From an optimization exercise on the open Yosys and OpenROAD flow, aimed at small area, a short achievable clock period and few clock cycles; shortcuts taken in it are not production practice.
RTL that was checked went through simulation tests only; none was proved equivalent to the original.
The clock input has no modelled driver; a real chip could not lean on it and would need a root buffer or a full tree.
No activity file was given, so power comes from the tool's default toggle rates.

run a:
==> flow/design.v <==
module lcd_ctrl(clk, reset, datain, cmd, cmd_valid, dataout, output_valid, busy);
input           clk;
input           reset;
input   [7:0]   datain;
input   [2:0]   cmd;
input           cmd_valid;
output reg [7:0]   dataout;
output reg         output_valid;
output reg         busy;
localparam REFLASH     = 3'd0;
localparam LOAD_DATA   = 3'd1;
localparam SHIFT_RIGHT = 3'd2;
localparam SHIFT_LEFT  = 3'd3;
localparam SHIFT_UP    = 3'd4;
localparam SHIFT_DOWN  = 3'd5;
reg [7:0] ring [0:35];
reg       loading;       
reg       mv_r;          
reg       mr, ml, mu, md;  
reg [1:0] wa;            
reg [1:0] wb1, wb0;      
reg [1:0] row, col;      
reg       active;        
reg [1:0] jr, jc;        
reg [1:0] ra, rb;        
reg       pend;          
reg       lpend;         
reg       rdy;           
wire accept  = cmd_valid & rdy;
wire is_load = accept & (cmd == LOAD_DATA);
function [1:0] inc3(input [1:0] x);
    inc3 = (x == 2'd2) ? 2'd0 : x + 2'd1;
endfunction
function [1:0] dec3(input [1:0] x);
    dec3 = (x == 2'd0) ? 2'd2 : x - 2'd1;
endfunction
wire acc_mv = accept & (cmd != LOAD_DATA);
wire mr_n = acc_mv & (cmd == SHIFT_RIGHT) & (col != 2'd3);
wire ml_n = acc_mv & (cmd == SHIFT_LEFT)  & (col != 2'd0);
wire mu_n = acc_mv & (cmd == SHIFT_UP)    & (row != 2'd0);
wire md_n = acc_mv & (cmd == SHIFT_DOWN)  & (row != 2'd3);
wire mv_n = mu | md;      
wire m0   = ~(mr | ml | mu | md);
wire       b0z = (wb0 == 2'd0);
wire [1:0] wb1_dec = dec3(wb1);
wire [1:0] wb1_inc = inc3(wb1);
wire [1:0] na  = ({2{m0}} & (wa - 2'd1)) | ({2{mr}} & wa) |
                 ({2{ml}} & (wa - 2'd2)) | ({2{mv_n}} & (wa + 2'd1));
wire [1:0] nb0 = ({2{mr}} & wb0) | ({2{ml}} & inc3(wb0)) |
                 ({2{~(mr | ml)}} & dec3(wb0));
wire [1:0] nb1 = ({2{m0}} & (b0z ? wb1_dec : wb1)) |
                 ({2{mr}} & wb1) |
                 ({2{ml}} & ((wb0 == 2'd2) ? wb1 : wb1_dec)) |
                 ({2{mu}} & (b0z ? wb1 : wb1_inc)) |
                 ({2{md}} & (b0z ? wb1_inc : wb1_dec));
wire [1:0] wa_n  = is_load ? 2'd2 : na;
wire [1:0] wb1_n = is_load ? 2'd1 : nb1;
wire [1:0] wb0_n = is_load ? 2'd2 : nb0;
wire last    = active & (jr == 2'd2) & (jc == 2'd2);
wire free    = ~active | last;
wire aligned = mr ? (wb0 == 2'd0) : ml ? (wb0 == 2'd2) : (wb0 == 2'd1);
wire ld_rdy  = lpend & (wa == 2'd0) & (wb1 == 2'd0) & (wb0 == 2'd1);
wire ld_end  = (wa == 2'd3) & (wb1 == 2'd2) & (wb0 == 2'd0);
wire start   = free & (ld_rdy | ((pend | mv_r) & aligned));
wire       nxt_row = (jc == 2'd2);
wire [1:0] jr_c = nxt_row ? jr + 2'd1 : jr;
wire [1:0] jc_c = nxt_row ? 2'd0 : jc + 2'd1;
wire [1:0] ra_c = nxt_row ? ra - 2'd1 : ra;       
wire [1:0] rb_c = nxt_row ? inc3(rb) : rb;        
wire t8_c  = (ra_c == 2'd0) & (rb_c == 2'd2);
wire t9_c  = (ra_c == 2'd3) & (rb_c == 2'd0);
wire t10_c = (ra_c == 2'd2) & (rb_c == 2'd1);
wire unsafe_go = ((jr_c != 2'd2) & (jc_c != 2'd2) & t10_c) |
                 ((jr_c == 2'd0) & (jc_c != 2'd2) & t8_c) |
                 ((jr_c == 2'd0) & t9_c);
wire [1:0] pb1 = b0z ? wb1_dec : wb1;
wire unsafe_start = mv_r |
                    ((wa == 2'd1) & (pb1 == 2'd2)) |
                    ((wa == 2'd0) & (pb1 == 2'd0)) |
                    ((wa == 2'd3) & (pb1 == 2'd1));
wire pend_n    = (pend | mv_r) & ~start;
wire lpend_n   = is_load | (lpend & ~ld_rdy);
wire loading_n = is_load | (loading & ~ld_end);
wire busy_n    = accept | loading_n | pend_n | lpend_n |
                 (start ? unsafe_start : (active & ~last & unsafe_go));
always @(posedge clk or posedge reset) begin
    if (reset) begin
        active       <= 1'b0;
        pend         <= 1'b0;
        lpend        <= 1'b0;
        loading      <= 1'b0;
        mv_r         <= 1'b0;
        busy         <= 1'b0;
        rdy          <= 1'b1;
        output_valid <= 1'b0;
    end else begin
        active       <= start | (active & ~last);
        pend         <= pend_n;
        lpend        <= lpend_n;
        loading      <= loading_n;
        mv_r         <= acc_mv;
        busy         <= busy_n;
        rdy          <= ~busy_n;
        output_valid <= active;
    end
end
reg [7:0] rdata;
integer t;
always @(*) begin
    rdata = 8'd0;
    for (t = 0; t < 12; t = t + 1)
        if (ra == ((3 * t) % 4) && rb == (t % 3))
            rdata = rdata | ring[3 * t];
end
always @(posedge clk) begin
    mr    <= mr_n;
    ml    <= ml_n;
    mu    <= mu_n;
    md    <= md_n;
    wa    <= wa_n;
    wb1   <= wb1_n;
    wb0   <= wb0_n;
    dataout <= rdata;
    if (start) begin
        jr <= 2'd0;
        jc <= 2'd0;
        ra <= na;
        rb <= nb1;
    end else begin
        jr <= jr_c;
        jc <= jc_c;
        ra <= ra_c;
        rb <= rb_c;
    end
    if (is_load) begin
        row <= 2'd2;
        col <= 2'd2;
    end else begin
        if (mr) col <= col + 2'd1;
        if (ml) col <= col - 2'd1;
        if (mu) row <= row - 2'd1;
        if (md) row <= row + 2'd1;
    end
end
integer i;
always @(posedge clk) begin
    for (i = 0; i < 35; i = i + 1)
        ring[i] <= ring[i + 1];
    ring[35] <= loading ? datain : ring[0];
end
endmodule
export LEC_CHECK = 0
export ABC_CLOCK_PERIOD_IN_PS = 2000
export CAP_MARGIN = 20
export CORE_MARGIN = 2
export CORE_UTILIZATION = 60
export CTS_CLUSTER_DIAMETER = 100
export CTS_CLUSTER_SIZE = 30
export SETUP_SLACK_MARGIN = 2.7
export SLEW_MARGIN = 20
create_clock -name core_clock -period 4.5 [get_ports {clk}]
standard.sh (not shown) runs the stock make flow with config.mk's settings and CLKGATE_MAP_FILE= SYNTH_SCRIPT=/design/flow/synth_recipe.tcl, a recipe that flattens the netlist after the stock synthesis.
==> flow/flow/run.sh <==
#!/bin/bash
# The standard layout (the standard.sh: standard synthesis, floorplan,
# placement, CTS, routing), with these changes:
#  - port buffers are buf_2 cells instead of the default delay-buffer choice;
#  - CTS clusters sinks 30 at a time within 100 um and adds no dummy loads;
#  - after CTS, the middle level of the clock tree is removed, so the root
#    clock buffer drives the leaf clock buffers directly (flatten_clock.tcl).
# Each tool's output goes to its own log in this folder.
set -euo pipefail
export BUFFER_PORTS_ARGS="-buffer_cell sky130_fd_sc_hd__buf_2"
export CTS_ARGS="-sink_clustering_enable -repair_clock_nets -sink_clustering_size 30 -sink_clustering_max_diameter 100 -dont_use_dummy_load"
bash standard.sh cts > standard_cts.log 2>&1
CTS_ODB=$PWD/orfs/results/sky130hd/lcd_ctrl/base/4_cts.odb \
  openroad -no_init -exit flow/flatten_clock.tcl > flatten_clock.log 2>&1
bash standard.sh > standard.log 2>&1
==> flow/flow/flatten_clock.tcl <==
# Remove the middle level of the clock tree that CTS built: every clock
# buffer that is driven by the root clock buffer (the one the clock port
# drives) and drives only clock buffers is taken out, and its loads are
# driven by the root buffer directly.  All registers stay at the same depth
# (port -> root buffer -> leaf buffer -> register), so the tree stays
# balanced; it only gets one stage shorter.
read_db $::env(CTS_ODB)
set block [ord::get_db_block]
proc is_clkbuf {inst} {
  return [string match "sky130_fd_sc_hd__clkbuf_*" [[$inst getMaster] getName]]
}
set removed 0
foreach inst [$block getInsts] {
  if {![is_clkbuf $inst]} { continue }
  set a [$inst findITerm A]
  set x [$inst findITerm X]
  set in [$a getNet]
  set out [$x getNet]
  if {$in == "NULL" || $out == "NULL"} { continue }
  set drv ""
  foreach it [$in getITerms] {
    if {[$it isOutputSignal]} { set drv [$it getInst] }
  }
  if {$drv == "" || ![is_clkbuf $drv]} { continue }
  set dnet [[$drv findITerm A] getNet]
  if {$dnet == "NULL" || [llength [$dnet getBTerms]] == 0} { continue }
  set ok 1
  foreach it [$out getITerms] {
    if {$it != $x && ![is_clkbuf [$it getInst]]} { set ok 0 }
  }
  if {!$ok} { continue }
  puts "bypass [$inst getName]: loads of [$out getName] move to [$in getName]"
  foreach it [$out getITerms] {
    if {$it != $x} {
      $it disconnect
      $it connect $in
    }
  }
  $a disconnect
  $x disconnect
  odb::dbInst_destroy $inst
  odb::dbNet_destroy $out
  incr removed
}
puts "removed $removed clock buffers"
write_db $::env(CTS_ODB)
Testbench counts of run a, summed over its fixed seeds: cycles 148,377.
--- input diff run a..run b ---
-- flow/design.v --
<<< run a, line 74
                 ((jr_c == 2'd0) & (jc_c != 2'd2) & t8_c) |
                 ((jr_c == 2'd0) & t9_c);
wire [1:0] pb1 = b0z ? wb1_dec : wb1;
wire unsafe_start = mv_r |
                    ((wa == 2'd1) & (pb1 == 2'd2)) |
                    ((wa == 2'd0) & (pb1 == 2'd0)) |
                    ((wa == 2'd3) & (pb1 == 2'd1));
wire pend_n    = (pend | mv_r) & ~start;
wire lpend_n   = is_load | (lpend & ~ld_rdy);
>>> run b, line 74
                 ((jr_c == 2'd0) & (jc_c != 2'd2) & t8_c) |
                 ((jr_c == 2'd0) & t9_c);
wire unsafe_start = ((na == 2'd0) & (nb1 == 2'd2)) |
                    ((na == 2'd3) & (nb1 == 2'd0)) |
                    ((na == 2'd2) & (nb1 == 2'd1));
wire pend_n    = (pend | mv_r) & ~start;
wire lpend_n   = is_load | (lpend & ~ld_rdy);
==> summary.txt <==
Run b vs. run a: part of the total power dissipated in the clock network went up, arrival time of data at the critical path endpoint rose by 1490 ps, basic-gate share of the synthesized area counting and, or, nand and nor cells rose 1.0 points. The lower met2 global-route usage of run b and run a is in run b. In the metrics for run b and run a, the one carrying the higher number of buffers outside the clock class in the layout is run b. Run b and run a ended up with nearly the same height of the chip. Diff run a -> run b: number of gates resized after cts rose 3, via count about even.
Only the layout flow was run in run b; the RTL was not checked for function there.

## static timing again, ports no longer ideal
How much do the figures lean on ideal ports? The routed layouts below were timed once more, with nothing changed but the port constraints.
Step 1, drivers: a clkbuf_16 drives clk and a buf_2 each remaining input, both assumed.
Step 2 adds t to the input delays and takes it off the output delays; t is the mean of the earliest and latest rising clock arrival at the registers after step 1. Input paths then give back, and output paths get back, about the clock's delay inside the block.
a / b / c = ideal / step 1 / step 2; a / b = the first two.
run | t (ns) | slack for setup (ns) | latest minus earliest clock arrival (ns) | slew at the worst register clock pin (ns) | cell pins on the clock port's net
run a | 0.454 | 2.669 / 2.628 / 2.445 | 0.015 / 0.015 | 0.11 / 0.11 | 1
run b | 0.456 | 2.441 / 2.441 / 2.441 | 0.016 / 0.015 | 0.11 / 0.11 | 1
After both steps every run listed still meets setup and hold. For run a, which loses most, drivers alone change the setup slack by -0.041 ns; drivers and shift together by -0.224 ns.
